From an optimization exercise on the open Yosys and OpenROAD flow, aimed at small area and a short achievable clock period; shortcuts taken in it are not production practice.
Only simulation tests tie the RTL to the original design; equivalence was not proved.

Setup of v49:
// div64_top
module div64_top (
  input          clk,
  input  [63:0]  a,
  input  [63:0]  b,
  output [63:0]  quotient,
  output [63:0]  remainder
);
For scale: roughly 14,000 cells after synthesis, roughly 260 I/O pins, roughly 130,000 µm² of cells after synthesis.
Settings: LEC_CHECK=0, ABC_AREA=0, CAP_MARGIN=50, CORE_MARGIN=2, CORE_UTILIZATION=55, GPL_TIMING_DRIVEN=0, SLEW_MARGIN=40, SYNTH_HIERARCHICAL=1; clock period 350.0 ns.
standard.sh (not shown) runs the stock make flow with config.mk's settings and CLKGATE_MAP_FILE= SYNTH_SCRIPT=/design/flow/synth_recipe.tcl, a recipe that flattens the netlist after the stock synthesis.
==> flow/flow/run.sh <==
#!/bin/bash
# Layout flow: the standard flow (standard.sh, its synthesis included)
# with these additions (the clock and the constraints stay the design's):
#  - after floorplanning, downsize.tcl sets logic cells that synthesis had
#    given a larger drive back to drive strength 1;
#  - ports are buffered with sky130_fd_sc_hd__buf_1;
#  - before detailed placement, repair.tcl runs the resizer's timing repair
#    with a setup margin.
# Every tool's output goes to a log file in this folder.
set -euo pipefail
W=$(pwd)
export POST_FLOORPLAN_TCL="$W/flow/downsize.tcl"
export BUFFER_PORTS_ARGS="-buffer_cell sky130_fd_sc_hd__buf_1"
export PRE_DETAIL_PLACE_TCL="$W/flow/repair.tcl"
export MY_SETUP_MARGIN=279.5
bash standard.sh > log_layout.txt 2>&1
==> flow/flow/downsize.tcl <==
# POST_FLOORPLAN_TCL: logic cells that synthesis gave a larger drive go back
# to drive strength 1 (same function); the timing repair after placement
# sizes up what the critical path needs.
set db [ord::get_db]
set block [[$db getChip] getBlock]
set n 0
foreach inst [$block getInsts] {
  set m [[$inst getMaster] getName]
  if { [regexp {^(sky130_fd_sc_hd__(a21oi|a22oi|a211oi|a221oi|a222oi|nor2|nor3|nor4|nand2|nand3|nand4|o21ai|o22ai|mux2|mux2i|xor2|xnor2|inv|and2|or2|a21o|o21a))_([0-9]+)$} $m -> base fn size] } {
    if { $size == 1 } { continue }
    set nm [$db findMaster ${base}_1]
    if { $nm != "NULL" && $nm != "" } {
      $inst swapMaster $nm
      incr n
    }
  }
}
puts "downsize: $n instances set to drive strength 1"
==> flow/flow/repair.tcl <==
# Sourced before detailed placement (PRE_DETAIL_PLACE_TCL): the resizer's
# timing repair on the placed design with a setup margin, so that it
# shortens the critical path although the clock period is met with room.
# Pin swapping and gate cloning are left out (they change the netlist's
# structure beyond sizing and buffering).
source $::env(PLATFORM_DIR)/setRC.tcl
if { [env_var_exists_and_non_empty DONT_USE_CELLS] } {
  set_dont_use $::env(DONT_USE_CELLS)
}
estimate_parasitics -placement
report_worst_slack
log_cmd repair_timing -setup -setup_margin $::env(MY_SETUP_MARGIN) -repair_tns 0 \
  -skip_gate_cloning -skip_pin_swap
estimate_parasitics -placement
report_worst_slack
report_design_area
### v49 -> v15
- CORE_UTILIZATION changed from 55 to 35
==> flow/flow/run.sh <==
#!/bin/bash
set -euo pipefail
W=$(pwd)
export PRE_DETAIL_PLACE_TCL="$W/flow/repair.tcl"
export MY_SETUP_MARGIN=279.5
bash standard.sh cts > log_layout_1.txt 2>&1
export SETUP_SLACK_MARGIN=279.5
export TNS_END_PERCENT=0
export SKIP_PIN_SWAP=1
export SKIP_GATE_CLONING=1
bash standard.sh > log_layout_2.txt 2>&1
removed: flow/flow/downsize.tcl
## What came out
- Per the comparison of v15 with v49, starting density of the core moved down; non-clock buffer count moved up.
- Relative to v49, the final cell area reported for v15 is higher.
- Worst hold slack, v15 and v49: smaller value in v49
- Relative to v49, data arrival time of the critical path decreased by 5.17 ns in v15.
- v15 ended with more core box area than v49.
- v15: standard cell area after detailed placement higher than v49
[inputs] v11 vs v15
==> flow/flow/run.sh <==
#!/bin/bash
# Layout flow: the standard flow (standard.sh, its synthesis included),
# with one addition: before detailed placement, repair.tcl runs the
# resizer's timing repair with a setup margin (the clock and the
# constraints stay the design's). Every tool's output goes to a log file
# in this folder.
set -euo pipefail
W=$(pwd)
export PRE_DETAIL_PLACE_TCL="$W/flow/repair.tcl"
export MY_SETUP_MARGIN=279.5
bash standard.sh > log_layout.txt 2>&1
--- outcome ---
- v11: full flow OK, the timing, DRC and antenna checks passed
- Post-synth design cell area came out exactly the same in v11 and v15.
- The layout-stage area growth over the synthesis result of v11 falls short of that of v15 by 2.4 points.
- Wire length of the first global-routing pass came out exactly the same in v11 and v15.
- v11 vs. v15: flip-flop and latch area barely changed; final non-filler cell area down 1.9%; final setup slack of the worst path lower.
- In the metrics for v11 and v15, the one carrying the lower routed length per instance is v11.
- On cell depth of the worst setup path: v11 sits below v15.
- Looking at cell with the biggest individual delay on the critical path, the fa_1 result is from v11; the a222oi_1 one comes from v15.
- Compared to v15, v11 has worst hold slack 0.0035 ns higher.
#### Input delta (v29 over v11)
==> flow/run.sh (new file) <==
#!/bin/bash
# synth_recipe.tcl (not shown) runs the flow's synth.tcl, then flattens the netlist and writes it again
# the make line also repeats each setting of config.mk as NAME=value (left out here)
make -C /OpenROAD-flow-scripts/flow DESIGN_CONFIG=/design/flow/config.mk WORK_HOME=/design/flow/orfs CLKGATE_MAP_FILE= SYNTH_SCRIPT=/design/flow/synth_recipe.tcl finish
removed: flow/flow/run.sh
removed: flow/flow/repair.tcl
removed: flow/standard.sh
==> run notes <==
- Re vias after detailed routing: v29 is about 3.6% down on v11.
- v29 does better than v11 on final wirelength.
- Diff v11 -> v29: critical path depth higher, worst hold slack lower.
- v29 gives less total routing resource utilization after global routing than v11 did.
- Against v11, the final cell area of v29 is lower.
- Cmp v29 vs v11: utilization lower in v29

---

Another version of the RTL of div64_top (not shown whole).
For scale: roughly 260 I/O pins, roughly 140000 µm² of cells after synthesis.
Settings: LEC_CHECK=0, ABC_AREA=0, CAP_MARGIN=50, CORE_MARGIN=2, CORE_UTILIZATION=35, GPL_TIMING_DRIVEN=0, PLACE_DENSITY=0.7, SLEW_MARGIN=40, SYNTH_HIERARCHICAL=1; clock period 350.0 ns.
==> flow/flow/run.sh <==
#!/bin/bash
# Layout flow: the standard flow (standard.sh, its synthesis included)
# with these additions (the clock and the constraints stay the design's):
#  - after floorplanning, downsize.tcl sets logic cells that synthesis had
#    given a larger drive back to drive strength 1;
#  - ports are buffered with sky130_fd_sc_hd__buf_1;
#  - before detailed placement, repair.tcl runs the resizer's timing repair
#    with a setup margin.
# Every tool's output goes to a log file in this folder.
set -euo pipefail
W=$(pwd)
export POST_FLOORPLAN_TCL="$W/flow/downsize.tcl"
export BUFFER_PORTS_ARGS="-buffer_cell sky130_fd_sc_hd__buf_1"
export PRE_DETAIL_PLACE_TCL="$W/flow/repair.tcl"
export MY_SETUP_MARGIN=279.5
bash standard.sh > log_layout.txt 2>&1
==> flow/flow/downsize.tcl <==
# POST_FLOORPLAN_TCL: logic cells that synthesis gave a larger drive go back
# to drive strength 1 (same function); the timing repair after placement
# sizes up what the critical path needs.
set db [ord::get_db]
set block [[$db getChip] getBlock]
set n 0
foreach inst [$block getInsts] {
  set m [[$inst getMaster] getName]
  if { [regexp {^(sky130_fd_sc_hd__(a21oi|a22oi|a211oi|a221oi|a222oi|nor2|nor3|nor4|nand2|nand3|nand4|o21ai|o22ai|mux2|mux2i|xor2|xnor2|inv|and2|or2|a21o|o21a))_([0-9]+)$} $m -> base fn size] } {
    if { $size == 1 } { continue }
    set nm [$db findMaster ${base}_1]
    if { $nm != "NULL" && $nm != "" } {
      $inst swapMaster $nm
      incr n
    }
  }
}
puts "downsize: $n instances set to drive strength 1"
==> flow/flow/repair.tcl <==
# Sourced before detailed placement (PRE_DETAIL_PLACE_TCL): the resizer's
# timing repair on the placed design with a setup margin, so that it
# shortens the critical path although the clock period is met with room.
# Pin swapping and gate cloning are left out (they change the netlist's
# structure beyond sizing and buffering).
source $::env(PLATFORM_DIR)/setRC.tcl
if { [env_var_exists_and_non_empty DONT_USE_CELLS] } {
  set_dont_use $::env(DONT_USE_CELLS)
}
estimate_parasitics -placement
report_worst_slack
log_cmd repair_timing -setup -setup_margin $::env(MY_SETUP_MARGIN) -repair_tns 0 \
  -skip_gate_cloning -skip_pin_swap
estimate_parasitics -placement
report_worst_slack
report_design_area
The starting point passed the timing, DRC and antenna checks.
Change:
CAP_MARGIN = 20   (was 50)
CORE_UTILIZATION = 45   (was 35)
PLACE_DENSITY = not set   (was 0.7)
SLEW_MARGIN = 20   (was 40)
=> Die area falls by 22%. Via count shrinks by 2.9%. Core utilization climbs by 9.6 points. Final area goes down by 2.9%. Non-clock buffer count falls by 139.
Change:
CAP_MARGIN = 10   (was 20)
SLEW_MARGIN = 10   (was 20)
Result:
- Now the flow produced a layout that fails on max-slew violations
- via count is about the same
- core utilization barely changes
- synthesized cell count stays the same
- clock-buffer cell count is lower by 6
Change:
--- a/flow/flow/run.sh
+++ b/flow/flow/run.sh
@@ -13,4 +13,4 @@
 export BUFFER_PORTS_ARGS="-buffer_cell sky130_fd_sc_hd__buf_1"
 export PRE_DETAIL_PLACE_TCL="$W/flow/repair.tcl"
-export MY_SETUP_MARGIN=279.5
+export MY_SETUP_MARGIN=279.2
 bash standard.sh > log_layout.txt 2>&1
--- a/flow/flow/repair.tcl
+++ b/flow/flow/repair.tcl
@@ -2,5 +2,7 @@
 # timing repair on the placed design with a setup margin, so that it
 # shortens the critical path although the clock period is met with room.
-# Pin swapping and gate cloning are left out (they change the netlist's
+# The wire resistance and capacitance per micron are taken 12% above the
+# platform's placement estimate, as routed wires come out longer. Pin
+# swapping and gate cloning are left out (they change the netlist's
 # structure beyond sizing and buffering).
 source $::env(PLATFORM_DIR)/setRC.tcl
@@ -8,4 +10,5 @@
   set_dont_use $::env(DONT_USE_CELLS)
 }
+set_wire_rc -signal -resistance [expr {8.929e-04 * 1.12}] -capacitance [expr {1.72375e-04 * 1.12}]
 estimate_parasitics -placement
 report_worst_slack
@@ -15,2 +18,3 @@
 report_worst_slack
 report_design_area
+source $::env(PLATFORM_DIR)/setRC.tcl
CAP_MARGIN = 50   (was 10)
SLEW_MARGIN = 40   (was 10)
Result: With this change the flow passed the timing, DRC and antenna checks; utilization is higher by 1.4 points; sequential share of layout area is lower by 0.10 points; die area does not change; worst setup slack gains 870 ps; clock skew is lower by 3.5 ps; synthesized cell count does not change; clock-buffer cell count is unchanged.
Change:
CORE_UTILIZATION = 35   (was 45)
Fmax went down by 0.51%. Setup slack loses 370 ps. Wire length is about the same. Global-route usage went down by 7.9 points. Cell count went up by 6.0%. Utilization went down by 11 points. Clock-buffer cell count went up by 8. Flip-flop and latch count is unchanged. Non-clock buffer count went up by 36. Via count hardly moves.
Change:
--- a/flow/flow/run.sh
+++ b/flow/flow/run.sh
@@ -13,4 +13,4 @@
 export BUFFER_PORTS_ARGS="-buffer_cell sky130_fd_sc_hd__buf_1"
 export PRE_DETAIL_PLACE_TCL="$W/flow/repair.tcl"
-export MY_SETUP_MARGIN=279.2
+export MY_SETUP_MARGIN=279.5
 bash standard.sh > log_layout.txt 2>&1
==> flow/flow/repair.tcl (replaced) <==
# Sourced before detailed placement (PRE_DETAIL_PLACE_TCL): the resizer's
# timing repair on the placed design with a setup margin, so that it
# shortens the critical path although the clock period is met with room.
# Pin swapping and gate cloning are left out (they change the netlist's
# structure beyond sizing and buffering).
source $::env(PLATFORM_DIR)/setRC.tcl
if { [env_var_exists_and_non_empty DONT_USE_CELLS] } {
  set_dont_use $::env(DONT_USE_CELLS)
}
estimate_parasitics -placement
report_worst_slack
log_cmd repair_timing -setup -setup_margin $::env(MY_SETUP_MARGIN) -repair_tns 0 \
  -skip_gate_cloning -skip_pin_swap
estimate_parasitics -placement
report_worst_slack
report_design_area
CAP_MARGIN = 10   (was 50)
CORE_UTILIZATION = 45   (was 35)
SLEW_MARGIN = 20   (was 40)
Worst setup slack loses 420 ps.
Final area is lower by about 4%.
Non-clock buffer count is lower by 227.
Sequential share of layout area is higher by 0.14 points.

==> afterwards: timing with drivers on the ports <==
Ports are ideal in the flow. The routed layouts listed here were re-timed in OpenROAD.
Step 1 assumes that a clkbuf_16 drives the clock port and a buf_2 every other input.
Step 2 adds t to the input delays and takes it off the output delays; t is the mean of the earliest and latest rising clock arrival at the registers after step 1. Input paths then give back, and output paths get back, about the clock's delay inside the block.
Three values: ideal ports, drivers, drivers and shift; two values: the first two.
run | t, ns | setup WS [ns] | worst setup path after step 2 | latest minus earliest clock arrival (ns) | worst data-port slew with drivers (ns)
v49 | 0.839 | 266.123 / 266.123 / 266.123 | register to register | 0.057 / 0.057 | 0.04
v15 | 0.845 | 271.256 / 271.256 / 271.256 | register to register | 0.043 / 0.043 | 0.11
v11 | 0.847 | 270.134 / 270.134 / 270.134 | register to register | 0.037 / 0.037 | 0.11
v29 | 0.844 | 248.388 / 248.388 / 248.388 | register to register | 0.036 / 0.036 | 0.10
the first run of note 2 | 0.823 | 274.803 / 274.803 / 274.803 | register to register | 0.021 / 0.022 | 0.07
the second run of note 2 | 0.818 | 276.150 / 276.150 / 276.150 | register to register | 0.027 / 0.027 | 0.07
the third run of note 2 | 0.810 | 276.113 / 276.113 / 276.113 | register to register | 0.028 / 0.029 | 0.07
the fourth run of note 2 | 0.817 | 276.978 / 276.978 / 276.978 | register to register | 0.025 / 0.025 | 0.07
the fifth run of note 2 | 0.847 | 276.607 / 276.607 / 276.607 | register to register | 0.019 / 0.019 | 0.06
the sixth run of note 2 | 0.826 | 276.184 / 276.184 / 276.184 | register to register | 0.036 / 0.037 | 0.07
